This design comes from an exercise in tuning for small area on the open sky130 flow, not from production work. Where RTL was checked, it was by simulation tests only, not by an equivalence proof against the original. The clock port is modelled as an ideal driver; clocking choices that lean on that would not hold on a real chip. Power and IR drop assume default switching activity.

==> flow/design.v (excerpt) <==
module atm_code(input clk, input rst, input BTN3, BTN2, BTN1, input [3:0] SW,
                output reg [7:0] LED, output reg [6:0] digit4, digit3, digit2, digit1);
Size: roughly 45 I/O pins.
Settings: LEC_CHECK=0, CAP_MARGIN=20, CORE_MARGIN=2, CORE_UTILIZATION=40, SLEW_MARGIN=20; clock period 5.0 ns.
standard.sh (not shown) runs the stock make flow with config.mk's settings and CLKGATE_MAP_FILE= SYNTH_SCRIPT=/design/flow/synth_recipe.tcl, a recipe that flattens the netlist after the stock synthesis.
==> flow/flow/run.sh <==
#!/bin/bash
# Own layout flow: the standard synthesis, then the combinational logic between the
# standard synthesis's registers is re-mapped by ABC for area (registers, their names and
# cell types are kept as they are). ABC runs with several seeds and two mappers, in two
# rounds (the second starts from the first round's pick); of the netlists whose pre-layout
# worst slack is at least 1.2 ns, the smallest is kept (if none, the one with the best slack). Then the standard layout from floorplan on, with the port buffers
# made of the smallest buffer cell and a clock tree of few, small
# buffers (a clock buffer whose sinks see a slow clock slew after CTS is upsized).
set -euo pipefail
W=$(pwd)
R=$W/orfs/results/$FLOW_PLATFORM/atm_code/base
bash standard.sh synth > std_synth.log 2>&1
cp $R/1_2_yosys.v $W/synth_std.v
# candidates, round 1: ABC seeds 1-6 on the standard synthesis netlist, each mapped with amap
# and with &nf; round 2: seeds 7-12 on the best netlist of round 1. Four at a time.
run_cand() {  # run_cand NAME INPUT.v
  ABC_SCRIPT=$W/area_$1.abc SYNTH_IN=$2 RESYN_OUT=resyn_$1.v yosys -c flow/resyn.tcl > resyn_$1.log 2>&1
  NL=resyn_$1.v openroad -no_init -exit flow/sta.tcl > sta_$1.log 2>&1
}
run_all() {  # run_all INPUT.v NAMES...
  local in=$1 n=0; shift
  for C in "$@"; do
    run_cand $C $in &
    n=$((n + 1))
    if (( n % ${NUM_CORES:-4} == 0 )); then wait; fi
  done
  wait
}
pick() {  # pick NAMES... : the smallest netlist with pre-layout slack >= 1.2 ns, else the best slack
  for C in "$@"; do
    echo "$C $(grep 'Chip area' resyn_$C.log | tail -1 | awk '{print $NF}') $(grep WNS_NS sta_$C.log | awk '{print $2}')"
  done >> candidates.txt
  local b
  b=$(for C in "$@"; do grep "^$C " candidates.txt; done | awk 'NF == 3 && $3 >= 1.2' | sort -k2 -g | head -1 | awk '{print $1}')
  if [[ -z "$b" ]]; then b=$(for C in "$@"; do grep "^$C " candidates.txt; done | awk 'NF == 3' | sort -k3 -gr | head -1 | awk '{print $1}'); fi
  echo $b
}
: > candidates.txt
r1=""
for S in 1 2 3 4 5 6; do
  printf 'strash\n&get -n\n&deepsyn -J 50 -T 120 -S %s\n&put\ndch -f\namap\ntopo\n' $S > area_a$S.abc
  printf 'strash\n&get -n\n&deepsyn -J 50 -T 120 -S %s\n&dch -f\n&nf -R 1000\n&put\ntopo\n' $S > area_n$S.abc
  r1="$r1 a$S n$S"
done
run_all synth_std.v $r1
b1=$(pick $r1)
r2=""
for S in 7 8 9 10 11 12; do
  printf 'strash\n&get -n\n&deepsyn -J 50 -T 120 -S %s\n&put\ndch -f\namap\ntopo\n' $S > area_b$S.abc
  r2="$r2 b$S"
done
run_all resyn_$b1.v $r2
best=$(pick $b1 $r2)
echo "round 1 kept $b1; kept $best" > resyn_choice.txt
cp resyn_$best.v resyn.v
openroad -no_init -exit flow/mkodb.tcl > mkodb.log 2>&1
bash standard.sh $(cat flow/make_args.txt) POST_CTS_TCL=$W/flow/fix_clk.tcl BUFFER_PORTS_ARGS="-buffer_cell sky130_fd_sc_hd__buf_1" \
  CTS_ARGS="$(cat flow/cts_args.txt)" finish > std_finish.log 2>&1
Other scripts of this flow, unchanged in this note and not shown: flow/flow/cts_args.txt, flow/flow/fix_clk.tcl, flow/flow/make_args.txt, flow/flow/mkodb.tcl, flow/flow/resyn.tcl, flow/flow/sta.tcl
Change:
--- a/flow/design.v
+++ b/flow/design.v
@@ -1,19 +1,19 @@
 module atm_code(input clk, input rst, input BTN3, BTN2, BTN1, input [3:0] SW,
                 output reg [7:0] LED, output reg [6:0] digit4, digit3, digit2, digit1);
   localparam [3:0] IDLE = 4'd1;
   localparam [3:0] PE3 = 4'd2;
   localparam [3:0] PE2 = 4'd3;
-  localparam [3:0] PE1 = 4'd6;
+  localparam [3:0] PE1 = 4'd10;
   localparam [3:0] LOCK = 4'd7;
   localparam [3:0] MENU = 4'd0;
   localparam [3:0] MONEY = 4'd11;
   localparam [3:0] WARN = 4'd9;
-  localparam [3:0] PC3 = 4'd10;
+  localparam [3:0] PC3 = 4'd6;
   localparam [3:0] PC2 = 4'd15;
   localparam [3:0] PC1 = 4'd14;
   localparam [3:0] NEW = 4'd5;
   localparam [3:0] RSTC = 4'd4;
   localparam [3:0] LOCKB = 4'd8;
   reg [3:0] disp;       
   reg [1:0] stl;        
   reg [1:0] sth;        
@@ -22,35 +22,35 @@
     case ({disp, stl})
       {IDLE, 2'd1}: sth = 2'd0;   
       {IDLE, 2'd2}: sth = 2'd0;   
       {PE3, 2'd2}: sth = 2'd0;   
       {PE3, 2'd3}: sth = 2'd0;   
       {PE3, 2'd0}: sth = 2'd0;   
       {PE3, 2'd1}: sth = 2'd0;   
       {PE2, 2'd3}: sth = 2'd0;   
-      {PE2, 2'd2}: sth = 2'd1;   
+      {PE2, 2'd2}: sth = 2'd2;   
       {PE2, 2'd0}: sth = 2'd0;   
       {PE2, 2'd1}: sth = 2'd0;   
-      {PE1, 2'd2}: sth = 2'd1;   
+      {PE1, 2'd2}: sth = 2'd2;   
       {PE1, 2'd3}: sth = 2'd1;   
       {PE1, 2'd0}: sth = 2'd0;   
       {PE1, 2'd1}: sth = 2'd0;   
       {LOCK, 2'd3}: sth = 2'd1;   
       {LOCK, 2'd1}: sth = 2'd0;   
       {MENU, 2'd0}: sth = 2'd0;   
       {MENU, 2'd1}: sth = 2'd0;   
       {MENU, 2'd3}: sth = 2'd2;   
-      {MENU, 2'd2}: sth = 2'd2;   
+      {MENU, 2'd2}: sth = 2'd1;   
       {MONEY, 2'd3}: sth = 2'd2;   
       {MONEY, 2'd0}: sth = 2'd0;   
       {MONEY, 2'd1}: sth = 2'd2;   
       {WARN, 2'd1}: sth = 2'd2;   
       {WARN, 2'd3}: sth = 2'd2;   
-      {PC3, 2'd2}: sth = 2'd2;   
+      {PC3, 2'd2}: sth = 2'd1;   
       {PC3, 2'd3}: sth = 2'd3;   
       {PC3, 2'd1}: sth = 2'd1;   
       {PC3, 2'd0}: sth = 2'd0;   
       {PC2, 2'd3}: sth = 2'd3;   
       {PC2, 2'd2}: sth = 2'd3;   
       {PC2, 2'd1}: sth = 2'd1;   
       {PC2, 2'd0}: sth = 2'd0;   
       {PC1, 2'd2}: sth = 2'd3;   
=>
- wire length fell by 2.7%
- via count is about the same
- total power fell by 15%
- sequential share of layout area fell by 0.12 points
- utilization rose by 0.20 points
Function not checked in the first run of this note: the RTL went through the layout flow alone.

re-timing with driven ports:
The flow's constraints put no driver on any port. The routed layouts listed below were extracted and timed again, unchanged, in two steps. Step 1 assumes that a clkbuf_16 drives the clock port and a buf_2 every other input. Step 2 adds t to the input delays and takes it off the output delays; t is the mean of the earliest and latest rising clock arrival at the registers after step 1. Input paths then give back, and output paths get back, about the clock's delay inside the block. a / b / c = no drivers / after step 1 / after step 2; a / b = the first two.
| run | shift t [ns] | setup WS [ns] | clock arrival spread, ns |
|---|---|---|---|
| the first run | 0.361 | 0.752 / 0.752 / 0.752 | 0.019 / 0.018 |
| the second run | 0.357 | 0.552 / 0.552 / 0.552 | 0.023 / 0.023 |
After both steps every run listed still meets setup and hold.
